This design comes from an exercise in tuning for small area, a short achievable clock period and few clock cycles on the open sky130 flow, not from production work. At most, simulation tests tie the RTL to the original design; equivalence was not proved. No activity file was given, so power comes from the tool's default toggle rates.

## y86_pipe
module y86_pipe(clk, rst, imem_addr, imem_data, dmem_addr, dmem_wdata, dmem_we, dmem_rdata, stat);
For scale: ~5,300 cells after synthesis.
Settings: LEC_CHECK=0, CAP_MARGIN=20, CORE_MARGIN=2, CORE_UTILIZATION=40, SLEW_MARGIN=20, SYNTH_HIERARCHICAL=1; clock period 28.0 ns.
standard.sh (not shown) runs the stock make flow with config.mk's settings and CLKGATE_MAP_FILE= SYNTH_SCRIPT=/design/flow/synth_recipe.tcl, a recipe that flattens the netlist after the stock synthesis.
==> flow/flow/run.sh <==
#!/bin/bash
# The standard ORFS layout (the standard.sh, unchanged synthesis) with:
#  - repair_timing asked to leave extra setup slack (sized for a faster clock),
#    without gate cloning;
#  - ports buffered with buf_2 cells;
#  - clock tree: larger sink clusters and no dummy balancing loads.
# The log of the ORFS run is kept in standard.log; ORFS's per-step logs are
# under orfs/logs.
set -e
bash standard.sh SETUP_SLACK_MARGIN=21.0 SKIP_GATE_CLONING=1 \
  "BUFFER_PORTS_ARGS=-buffer_cell sky130_fd_sc_hd__buf_2" \
  "CTS_ARGS=-sink_clustering_enable -repair_clock_nets -dont_use_dummy_load -sink_clustering_size 22 -sink_clustering_max_diameter 80" \
  finish > standard.log 2>&1
Rerun with:
--- a/flow/flow/run.sh
+++ b/flow/flow/run.sh
@@ -10 +10 @@
-bash standard.sh SETUP_SLACK_MARGIN=21.0 SKIP_GATE_CLONING=1 \
+bash standard.sh SETUP_SLACK_MARGIN=20.5 SKIP_GATE_CLONING=1 \
--- a/flow/config.mk
+++ b/flow/config.mk
@@ -10 +10 @@
-export CORE_UTILIZATION = 40
+export CORE_UTILIZATION = 55
Result:
- sequential power barely changes
- global-route usage climbs by 13 points
- die area drops by a quarter to a third
- clock-buffer cell count drops by 3
- core utilization climbs by 15 points
- cell area drops by a few percent
No run of this note included a check of the RTL's function; only the layout flow was run.

* * *

Setup of the reference run:
y86_pipe, a different RTL version from the one above (not shown whole).
For scale: roughly 5100 cells after synthesis, ~240 I/O pins, roughly 64000 µm² of cells after synthesis.
export LEC_CHECK = 0
export CAP_MARGIN = 20
export CORE_MARGIN = 2
export CORE_UTILIZATION = 48
export SLEW_MARGIN = 20
export SYNTH_HIERARCHICAL = 1
create_clock -name core_clock -period 28.0 [get_ports {clk}]
==> flow/flow/run.sh <==
#!/bin/bash
# The standard ORFS layout (the standard.sh, unchanged synthesis) with:
#  - repair_timing asked to leave extra setup slack (sized for a faster clock),
#    without gate cloning;
#  - ports buffered with buf_2 cells;
#  - clock tree: larger sink clusters and no dummy balancing loads.
# The log of the ORFS run is kept in standard.log; ORFS's per-step logs are
# under orfs/logs.
set -e
bash standard.sh SETUP_SLACK_MARGIN=21.0 SKIP_GATE_CLONING=1 \
  "BUFFER_PORTS_ARGS=-buffer_cell sky130_fd_sc_hd__buf_1" \
  "CTS_ARGS=-sink_clustering_enable -repair_clock_nets -dont_use_dummy_load -sink_clustering_size 22 -sink_clustering_max_diameter 80" \
  finish > standard.log 2>&1
The reference run | status: complete | timing, DRC, antenna: pass
Testbench counts of the reference run, summed over its fixed seeds: cycles 14,933.
Changes in the trial run relative to the reference run:
diff --git a/flow/flow/run.sh b/flow/flow/run.sh
--- a/flow/flow/run.sh
+++ b/flow/flow/run.sh
@@ -10,3 +10,3 @@
 bash standard.sh SETUP_SLACK_MARGIN=21.0 SKIP_GATE_CLONING=1 \
-  "BUFFER_PORTS_ARGS=-buffer_cell sky130_fd_sc_hd__buf_1" \
+  "BUFFER_PORTS_ARGS=-buffer_cell sky130_fd_sc_hd__buf_2" \
   "CTS_ARGS=-sink_clustering_enable -repair_clock_nets -dont_use_dummy_load -sink_clustering_size 22 -sink_clustering_max_diameter 80" \
## What came out
- Looking at capture point of the worst path, the pcb[2]$_DFF_P_ result is from the reference run; the pc[2]$_DFF_P_ one comes from the trial run.
- As of the trial run, cell count of the worst reg-to-reg path had fallen by more than 10% compared to the reference run.
- Diff the reference run -> the trial run: met3 wire length has decreased, overall power after layout has decreased, global-route usage has increased.
- Compared with the reference run, in the trial run footprint of the multi-input gates barely changed, worst setup slack shrank by 0.011 ns, clock share of power has decreased.

* * *

## lagoon
y86_pipe, a different RTL version from the one above (not shown whole).
Size: ~5100 cells after synthesis, about 240 I/O pins, about 63000 um^2 of cells after synthesis.
Settings: LEC_CHECK=0, CAP_MARGIN=20, CORE_MARGIN=2, CORE_UTILIZATION=65, SLEW_MARGIN=20, SYNTH_HIERARCHICAL=1; clock period 28.0 ns.
==> flow/flow/run.sh <==
#!/bin/bash
# The standard ORFS layout (the standard.sh, unchanged synthesis) with:
#  - repair_timing asked to leave extra setup slack (sized for a faster clock),
#    without gate cloning;
#  - ports buffered with buf_2 cells;
#  - clock tree: larger sink clusters and no dummy balancing loads.
# The log of the ORFS run is kept in standard.log; ORFS's per-step logs are
# under orfs/logs.
set -e
bash standard.sh SETUP_SLACK_MARGIN=20.5 SKIP_GATE_CLONING=1 \
  "BUFFER_PORTS_ARGS=-buffer_cell sky130_fd_sc_hd__buf_2" \
  "CTS_ARGS=-sink_clustering_enable -repair_clock_nets -dont_use_dummy_load -sink_clustering_size 22 -sink_clustering_max_diameter 80" \
  finish > standard.log 2>&1
Testbench counts of lagoon, summed over its fixed seeds: cycles 14,933.
Input-level comparison between quartz and lagoon:
Settings: changing CORE_UTILIZATION from 65 to 55.
==> comparison <==
Between lagoon and quartz, the flow reports maximum fanout along the worst path decreasing by more than 10%. Diff lagoon -> quartz: non-clock buffer total of the final layout went up by 13; final worst setup slack went up by 0.19 ns. Proportion of cell area occupied by registers ended up 0.41 points lower on quartz than on lagoon. STATUS via count: quartz wins against lagoon. Going from lagoon to quartz, critical path depth up 3, cell total after placement up 249, layout clock buffer count up about 1.4%. Final design instance area without fill: quartz vs lagoon up about 0.8%. quartz -> lagoon: source-to-sink clock delay at the later pin of the worst-skew pair flat. Looking only at total setup buffers inserted after CTS, and setting everything else aside, the higher value of lagoon and quartz goes to quartz.

* * *

y86_pipe with an RTL version that a note above also has.
Size in the first run: ~5,100 cells after synthesis, ~1,300 flip-flops, about 240 I/O pins, about 0.064 mm^2 of cells after synthesis.
Settings: LEC_CHECK=0, CAP_MARGIN=20, CORE_MARGIN=2, CORE_UTILIZATION=48, SLEW_MARGIN=20, SYNTH_HIERARCHICAL=1; clock period 28.0 ns.
==> flow/flow/run.sh <==
#!/bin/bash
# The standard ORFS layout (the standard.sh, unchanged synthesis) with:
#  - repair_timing asked to leave extra setup slack (sized for a faster clock),
#    without gate cloning;
#  - ports buffered with buf_2 cells;
#  - clock tree: larger sink clusters and no dummy balancing loads.
# The log of the ORFS run is kept in standard.log; ORFS's per-step logs are
# under orfs/logs.
set -e
bash standard.sh SETUP_SLACK_MARGIN=21.0 SKIP_GATE_CLONING=1 \
  "BUFFER_PORTS_ARGS=-buffer_cell sky130_fd_sc_hd__buf_1" \
  "CTS_ARGS=-sink_clustering_enable -repair_clock_nets -dont_use_dummy_load -sink_clustering_size 12 -sink_clustering_max_diameter 50 -buf_list sky130_fd_sc_hd__clkbuf_8" \
  finish > standard.log 2>&1
The baseline completed without violations.
Testbench counts at the start, summed over its fixed seeds: cycles 14,933.
Rerun with:
--- a/flow/flow/run.sh
+++ b/flow/flow/run.sh
@@ -9,5 +9,5 @@
 set -e
-bash standard.sh SETUP_SLACK_MARGIN=21.0 SKIP_GATE_CLONING=1 \
-  "BUFFER_PORTS_ARGS=-buffer_cell sky130_fd_sc_hd__buf_1" \
-  "CTS_ARGS=-sink_clustering_enable -repair_clock_nets -dont_use_dummy_load -sink_clustering_size 12 -sink_clustering_max_diameter 50 -buf_list sky130_fd_sc_hd__clkbuf_8" \
+bash standard.sh SETUP_SLACK_MARGIN=21.5 SKIP_GATE_CLONING=1 \
+  "BUFFER_PORTS_ARGS=-buffer_cell sky130_fd_sc_hd__buf_2" \
+  "CTS_ARGS=-sink_clustering_enable -repair_clock_nets -dont_use_dummy_load -sink_clustering_size 22 -sink_clustering_max_diameter 80" \
   finish > standard.log 2>&1
- CORE_UTILIZATION: 48 -> 55
After rerunning: Final area went up by 0.92%. Routed wire length hardly moves. Flip-flop and latch count does not change. Area after synthesis does not change. Total power hardly moves. Count of clock-buffer cells in the layout fell by 77. Clock power drops by about 4%. Combinational power increases by 7.0%. Worst hold slack gets better by 0.016 ns.
Rerun with:
--- a/flow/flow/run.sh
+++ b/flow/flow/run.sh
@@ -9,3 +9,3 @@
 set -e
-bash standard.sh SETUP_SLACK_MARGIN=21.5 SKIP_GATE_CLONING=1 \
+bash standard.sh SETUP_SLACK_MARGIN=21.0 SKIP_GATE_CLONING=1 \
   "BUFFER_PORTS_ARGS=-buffer_cell sky130_fd_sc_hd__buf_2" \
- CORE_UTILIZATION: 55 -> 48
- PLACE_DENSITY: unset -> 0.75
The changed run finished with timing, DRC and antenna clean.
Design area came out lower by 1.0%.
Global-route usage came out lower by 7.3 points.
Fmax came out higher by 0.77%.
Non-clock buffer count came out lower by 22.
Sequential power barely changes.
Combinational power stays flat.
Count of clock-buffer cells in the layout stays the same.
Via count came out higher by 1.4%.
Die area came out higher by 14%.
Rerun with:
- CORE_UTILIZATION: 48 -> 55
- PLACE_DENSITY: 0.75 -> unset
After rerunning: Hold slack is better by 0.017 ns; non-clock buffer count shrinks by 18; maximum frequency shrinks by a few percent; power shrinks slightly; area after synthesis does not change.

## static timing again, ports no longer ideal
How much do the figures lean on ideal ports? The routed layouts below were timed once more, with nothing changed but the port constraints. Step 1: set_driving_cell puts a clkbuf_16 on clk and a buf_2 on each other input, an assumption about the parent block. Step 2 adds t to the input delays and takes it off the output delays; t is the mean of the earliest and latest rising clock arrival at the registers after step 1. Input paths then give back, and output paths get back, about the clock's delay inside the block. Three values: ideal ports, drivers, drivers and shift; two values: the first two.
run	shift t [ns]	setup WS [ns]	worst register clock-pin slew, ns
the first run of note 1	0.782	20.544 / 20.581 / 19.799	0.10 / 0.10
the second run of note 1	0.746	20.450 / 20.489 / 19.743	0.09 / 0.09
the reference run	0.793	20.824 / 20.853 / 20.060	0.10 / 0.10
the trial run	0.785	20.813 / 20.840 / 20.055	0.10 / 0.10
lagoon	0.747	20.383 / 20.383 / 19.888	0.10 / 0.10
quartz	0.750	20.571 / 20.571 / 19.894	0.09 / 0.09
the first run of note 4	0.977	20.890 / 20.887 / 19.933	0.09 / 0.09
the second run of note 4	0.752	20.778 / 20.796 / 20.054	0.10 / 0.10
the third run of note 4	0.785	20.834 / 20.848 / 20.063	0.09 / 0.09
the fourth run of note 4	0.750	20.653 / 20.710 / 19.960	0.10 / 0.10
After both steps every run listed still meets setup and hold. For the first run of note 4, which loses most, drivers alone change the setup slack by -0.003 ns; drivers and shift together by -0.957 ns.
